Background: an optimization exercise with open tools, aiming at small area. Do not read the settings as production practice.
In this exercise RTL edits were held to simulation tests only and were not proved equivalent to the original.
No driver is modelled on the clock port, so clock power and skew are understated where the tree is cut down; a real chip needs a root buffer or a tree.
Power figures rest on the tool's default switching activity, not on a simulated workload.

== nickel ==
## KF76489
module KF76489 (
    input   logic           clock,
    input   logic           clock_enable,
    input   logic           reset,
    input   logic           CE_N,
    input   logic           WE_N,
    input   logic   [7:0]   D_IN,
    output  logic           READY,
    output  logic   [7:0]   AOUT
);
    logic   [3:0]   clock_divider_count;
    logic           divided_clock_en;
    logic   [7:0]   internal_data_bus;
    logic           write_tone1_frequency_h;
    logic           write_tone1_frequency_l;
    logic           write_tone1_attenuation;
    logic           write_tone2_frequency_h;
    logic           write_tone2_frequency_l;
    logic           write_tone2_attenuation;
    logic           write_tone3_frequency_h;
    logic           write_tone3_frequency_l;
    logic           write_tone3_attenuation;
    logic           write_noise_control;
    logic           write_noise_attenuation;
    logic           ext_noise_gen;
    logic   [5:0]   tone1_aout;
    logic   [5:0]   tone2_aout;
    logic   [5:0]   tone3_aout;
    logic   [5:0]   noise_aout;
    logic   [3:0]   attenuation_code;
    KF76489_Bus_Control_Logic u_Bus_Control_Logic (
        .clock                      (clock),
        .reset                      (reset),
        .CE_N                       (CE_N),
        .WE_N                       (WE_N),
        .D_IN                       (D_IN),
        .internal_data_bus          (internal_data_bus),
        .write_tone1_frequency_h    (write_tone1_frequency_h),
        .write_tone1_frequency_l    (write_tone1_frequency_l),
        .write_tone1_attenuation    (write_tone1_attenuation),
        .write_tone2_frequency_h    (write_tone2_frequency_h),
        .write_tone2_frequency_l    (write_tone2_frequency_l),
        .write_tone2_attenuation    (write_tone2_attenuation),
        .write_tone3_frequency_h    (write_tone3_frequency_h),
        .write_tone3_frequency_l    (write_tone3_frequency_l),
        .write_tone3_attenuation    (write_tone3_attenuation),
        .write_noise_control        (write_noise_control),
        .write_noise_attenuation    (write_noise_attenuation)
    );
    KF76489_Attenuation_Encode u_Attenuation_Encode (
        .attenuation                (internal_data_bus[7:4]),
  ...
Size: ~140 flip-flops, roughly 22 I/O pins.
==> flow/config.mk <==
export PLATFORM = sky130hd
export DESIGN_NAME = KF76489
export DESIGN_NICKNAME = KF76489
export VERILOG_FILES = /design/flow/design.v
export SDC_FILE = /design/flow/constraint.sdc
export NUM_CORES = 4
export LEC_CHECK = 0
export CAP_MARGIN = 20
export CORE_MARGIN = 2
export CORE_UTILIZATION = 65
export PLACE_DENSITY = 0.75
export SLEW_MARGIN = 20
==> flow/constraint.sdc <==
create_clock -name core_clock -period 6.0 [get_ports {clock}]
set_input_delay 1.2000 -clock core_clock [delete_from_list [all_inputs] [get_ports {clock}]]
set_output_delay 1.2000 -clock core_clock [all_outputs]
set_load 0.01 [all_outputs]
standard.sh (not shown) runs the stock make flow with config.mk's settings and CLKGATE_MAP_FILE= SYNTH_SCRIPT=/design/flow/synth_recipe.tcl, a recipe that flattens the netlist after the stock synthesis.
==> flow/flow/run.sh <==
#!/bin/bash
# Layout flow: the standard flow (standard.sh) with these changes.
#  - Synthesis is the standard flow's (synth_recipe.tcl and ORFS's synth.tcl), except that
#    ABC maps the logic with flow/area.abc (area-oriented mapping, &nf -a)
#    instead of ORFS's abc_speed.script; registers are unchanged.
#  - Synthesis also leaves out the half-adder cells: Yosys's extract_fa pass
#    otherwise turns every 2-input AND that shares inputs with an XOR into a
#    half adder, which ABC cannot map into smaller gates.
#  - Ports are buffered with buf_1 instead of the clkdlybuf4s50_1 that
#    buffer_ports picks by itself (same function, 3.8 um2 instead of 10 um2).
#  - The clock tree is built by flow/manual_cts.tcl (run as PRE_CTS_TCL) in
#    place of TritonCTS: 11 clkbuf_8 leaf buffers, each driving a k-means
#    cluster of flip-flops, fed by 3 clkbuf_4 root buffers on the clock port.
#    Every flip-flop is two buffers from the port. TritonCTS's H-tree for this
#    design uses 17 clkbuf_8 buffers.
# Each tool's full output goes to a log file in this folder (flow_make.log,
# and ORFS's own logs under orfs/logs).
set -euo pipefail
WORK=$(pwd)

sed "/source \$::env(SCRIPTS_DIR)\/synth_preamble.tcl/a set abc_args [lreplace \$abc_args 1 1 $WORK/flow/area.abc]" \
    "$FLOW_HOME/scripts/synth.tcl" > "$WORK/synth_area.tcl"
sed "s|source \$::env(SCRIPTS_DIR)/synth.tcl|source $WORK/synth_area.tcl|" synth_recipe.tcl > "$WORK/synth_bench_area.tcl"
grep -q "flow/area.abc" "$WORK/synth_area.tcl"
grep -q "synth_area.tcl" "$WORK/synth_bench_area.tcl"

DONT_USE="sky130_fd_sc_hd__probe_p_8 sky130_fd_sc_hd__probec_p_8 sky130_fd_sc_hd__lpflow_bleeder_1 sky130_fd_sc_hd__lpflow_clkbufkapwr_1 sky130_fd_sc_hd__lpflow_clkbufkapwr_16 sky130_fd_sc_hd__lpflow_clkbufkapwr_2 sky130_fd_sc_hd__lpflow_clkbufkapwr_4 sky130_fd_sc_hd__lpflow_clkbufkapwr_8 sky130_fd_sc_hd__lpflow_clkinvkapwr_1 sky130_fd_sc_hd__lpflow_clkinvkapwr_16 sky130_fd_sc_hd__lpflow_clkinvkapwr_2 sky130_fd_sc_hd__lpflow_clkinvkapwr_4 sky130_fd_sc_hd__lpflow_clkinvkapwr_8 sky130_fd_sc_hd__lpflow_decapkapwr_12 sky130_fd_sc_hd__lpflow_decapkapwr_3 sky130_fd_sc_hd__lpflow_decapkapwr_4 sky130_fd_sc_hd__lpflow_decapkapwr_6 sky130_fd_sc_hd__lpflow_decapkapwr_8 sky130_fd_sc_hd__lpflow_inputiso0n_1 sky130_fd_sc_hd__lpflow_inputiso0p_1 sky130_fd_sc_hd__lpflow_inputiso1n_1 sky130_fd_sc_hd__lpflow_inputiso1p_1 sky130_fd_sc_hd__lpflow_inputisolatch_1 sky130_fd_sc_hd__lpflow_isobufsrc_1 sky130_fd_sc_hd__lpflow_isobufsrc_16 sky130_fd_sc_hd__lpflow_isobufsrc_2 sky130_fd_sc_hd__lpflow_isobufsrc_4 sky130_fd_sc_hd__lpflow_isobufsrc_8 sky130_fd_sc_hd__lpflow_isobufsrckapwr_16 sky130_fd_sc_hd__lpflow_lsbuf_lh_hl_isowell_tap_1 sky130_fd_sc_hd__lpflow_lsbuf_lh_hl_isowell_tap_2 sky130_fd_sc_hd__lpflow_lsbuf_lh_hl_isowell_tap_4 sky130_fd_sc_hd__lpflow_lsbuf_lh_isowell_4 sky130_fd_sc_hd__lpflow_lsbuf_lh_isowell_tap_1 sky130_fd_sc_hd__lpflow_lsbuf_lh_isowell_tap_2 sky130_fd_sc_hd__lpflow_lsbuf_lh_isowell_tap_4 sky130_fd_sc_hd__ha_1 sky130_fd_sc_hd__ha_2 sky130_fd_sc_hd__ha_4"
PORT_BUF="-inputs -outputs -buffer_cell sky130_fd_sc_hd__buf_1"
CTS="-sink_clustering_enable -repair_clock_nets -buf_list sky130_fd_sc_hd__clkbuf_8 -dont_use_dummy_load"

export CLK_LEAVES=11 CLK_ROOTS=3
export CLK_LEAF_BUF=sky130_fd_sc_hd__clkbuf_8 CLK_ROOT_BUF=sky130_fd_sc_hd__clkbuf_4
bash standard.sh "SYNTH_SCRIPT=$WORK/synth_bench_area.tcl" "DONT_USE_CELLS=$DONT_USE" \
    "CTS_ARGS=$CTS" "PRE_CTS_TCL=$WORK/flow/manual_cts.tcl" \
    "BUFFER_PORTS_ARGS=$PORT_BUF" finish > flow_make.log 2>&1
==> flow/flow/manual_cts.tcl <==
# Clock tree built by hand, sourced as PRE_CTS_TCL in place of TritonCTS
# (whose H-tree for this design has 17 buffers plus dummy loads).
# Two levels: the clock port drives CLK_ROOTS root buffers (CLK_ROOT_BUF), each
# root drives some of the CLK_LEAVES leaf buffers (CLK_LEAF_BUF), and each leaf
# drives a group of clock sinks. Groups come from k-means on the placed sink
# positions, and each buffer is placed at the centre of what it drives. Every
# sink is two buffers from the port, so the tree is balanced.
set n_leaves $::env(CLK_LEAVES)
set n_roots $::env(CLK_ROOTS)

set block [ord::get_db_block]
set db [ord::get_db]
set clk_net [$block findNet clock]

# k-means on items {obj x y}; returns k groups (lists of items)
proc kmeans { items k } {
  # initial centres: items spread along x then y order
  set sorted [lsort -real -index 1 $items]
  set len [llength $sorted]
  set centres {}
  for { set i 0 } { $i < $k } { incr i } {
    set it [lindex $sorted [expr { ((2 * $i + 1) * $len) / (2 * $k) }]]
    lappend centres [list [lindex $it 1] [lindex $it 2]]
  }
  set groups {}
  for { set iter 0 } { $iter < 50 } { incr iter } {
    set new_groups {}
    foreach c $centres { lappend new_groups {} }
    foreach s $items {
      set best 0
      set best_d -1
      set i 0
      foreach c $centres {
        set d [expr { abs([lindex $s 1] - [lindex $c 0]) + abs([lindex $s 2] - [lindex $c 1]) }]
        if { $best_d < 0 || $d < $best_d } {
          set best $i
          set best_d $d
        }
        incr i
      }
      lset new_groups $best [concat [lindex $new_groups $best] [list $s]]
    }
    set groups {}
    set centres {}
    foreach g $new_groups {
      if { [llength $g] == 0 } { continue }
      lappend groups $g
      set sx 0.0
      set sy 0.0
      foreach s $g {
        set sx [expr { $sx + [lindex $s 1] }]
        set sy [expr { $sy + [lindex $s 2] }]
      }
      lappend centres [list [expr { $sx / [llength $g] }] [expr { $sy / [llength $g] }]]
    }
  }
  return $groups
}

# make a buffer driving the items' iterms, placed at their centre; returns {inst x y}
proc drive_group { name master_name g } {
  set block [ord::get_db_block]
  set master [[ord::get_db] findMaster $master_name]
  set sx 0.0
  set sy 0.0
  foreach s $g {
    set sx [expr { $sx + [lindex $s 1] }]
    set sy [expr { $sy + [lindex $s 2] }]
  }
  set cx [expr { int($sx / [llength $g]) }]
  set cy [expr { int($sy / [llength $g]) }]
  set buf [odb::dbInst_create $block $master $name]
  set net [odb::dbNet_create $block "${name}_net"]
  $net setSigType CLOCK
  $buf setLocation $cx $cy
  $buf setPlacementStatus PLACED
  foreach s $g {
    set it [lindex $s 0]
    $it disconnect
    $it connect $net
  }
  [$buf findITerm X] connect $net
  puts "manual_cts: $name ($master_name) at ($cx, $cy) drives [llength $g]"
  return [list [$buf findITerm A] $cx $cy]
}

set sinks {}
foreach it [$clk_net getITerms] {
  set loc [[$it getInst] getLocation]
  lappend sinks [list $it [lindex $loc 0] [lindex $loc 1]]
}
puts "manual_cts: [llength $sinks] clock sinks"

set leaves {}
set i 0
foreach g [kmeans $sinks $n_leaves] {
  lappend leaves [drive_group "clkbuf_leaf_$i" $::env(CLK_LEAF_BUF) $g]
  incr i
}
set i 0
foreach g [kmeans $leaves $n_roots] {
  set root [drive_group "clkbuf_root_$i" $::env(CLK_ROOT_BUF) $g]
  [lindex $root 0] connect $clk_net
  incr i
}

# TritonCTS is not run; the clock is propagated from here on.
proc clock_tree_synthesis { args } {
  puts "manual_cts: clock_tree_synthesis skipped"
  set_propagated_clock [all_clocks]
}
Other scripts of this flow, unchanged in this note and not shown: flow/flow/area.abc
The flow did not stop early for nickel: all stages ran, and the layout cleared the timing, design-rule and antenna checks.
diff inputs: nickel => tundra
Settings: changing CORE_UTILIZATION from 65 to 40; removing PLACE_DENSITY (formerly 0.75).
-- flow/flow/run.sh --
<<< nickel, line 12
#    place of TritonCTS: 11 clkbuf_8 leaf buffers, each driving a k-means
>>> tundra, line 12
#    place of TritonCTS: 10 clkbuf_8 leaf buffers, each driving a k-means
<<< nickel, line 31
export CLK_LEAVES=11 CLK_ROOTS=3
>>> tundra, line 31
export CLK_LEAVES=10 CLK_ROOTS=3
Results
- From nickel to tundra the numbers moved as follows: total number of nets in the final design shrank by 2; layout filler cell count grew by 110%; wire length grew by 2.2%; met1 track utilization from global routing shrank by 11 points.
- For the iteration count of the initial detailed-routing pass, tundra came in 2 lower than nickel did.
Changes in ember relative to tundra:
Settings: CORE_UTILIZATION changed from 40 to 65; PLACE_DENSITY newly set to 0.75.
-- flow/flow/run.sh --
<<< tundra, line 12
#    place of TritonCTS: 10 clkbuf_8 leaf buffers, each driving a k-means
>>> ember, line 12
#    place of TritonCTS: 9 clkbuf_8 leaf buffers, each driving a k-means
<<< tundra, line 31
export CLK_LEAVES=10 CLK_ROOTS=3
>>> ember, line 31
export CLK_LEAVES=9 CLK_ROOTS=3
--- outcome ---
Relative to tundra, ember degrades fmax. Looking at cell area across ember and tundra, the one that comes out higher is tundra. Looking at post-place setup slack, ember sits 0.083 ns below tundra. tundra has lower power attributed to combinational cells than ember.
The following lists how sierra was set up differently from ember:
Settings: PLACE_DENSITY no longer set, was 0.75; CORE_UTILIZATION now 40, was 65.
-- flow/flow/run.sh --
<<< ember, line 12
#    place of TritonCTS: 9 clkbuf_8 leaf buffers, each driving a k-means
>>> sierra, line 12
#    place of TritonCTS: 11 clkbuf_8 leaf buffers, each driving a k-means
<<< ember, line 31
export CLK_LEAVES=9 CLK_ROOTS=3
>>> sierra, line 31
export CLK_LEAVES=11 CLK_ROOTS=3
Results
- sierra vs. ember: final area went up by 1.8%.
- Row worst setup slack after layout: sierra lower / ember higher
- Changes observed in sierra relative to ember: routed metal-1 wirelength shows an increase of 6.4%; met1 routing resource usage after global routing shows a reduction of 11 points.
- The endpoint arrival time on the critical path of ember and that of sierra are within noise of each other.
In every run of this note, the design's own scripts or RTL, not TritonCTS, make the clock network.

==> port drivers added, routing unchanged <==
Ports are ideal in the flow. The routed layouts listed here were re-timed in OpenROAD.
Step 1: set_driving_cell puts a clkbuf_16 on clock and a buf_2 on each other input, an assumption about the parent block.
Step 2 times the ports against the registers' clock, not the clock port: input delays grow and output delays shrink by t, the midpoint of the rising clock arrivals with the driver on.
a / b / c = ideal ports / drivers / drivers and shift; a / b = the first two.
run | t (ns) | slack for setup (ns) | worst setup path after step 2 | worst data-port slew with drivers (ns)
nickel | 0.378 | 2.136 / 2.136 / 2.136 | register to register | 0.04
tundra | 0.392 | 2.229 / 2.229 / 2.229 | register to register | 0.03
ember | 0.385 | 2.146 / 2.146 / 2.146 | register to register | 0.04
sierra | 0.396 | 2.073 / 2.073 / 2.073 | register to register | 0.03
After both steps every run listed still meets setup and hold.
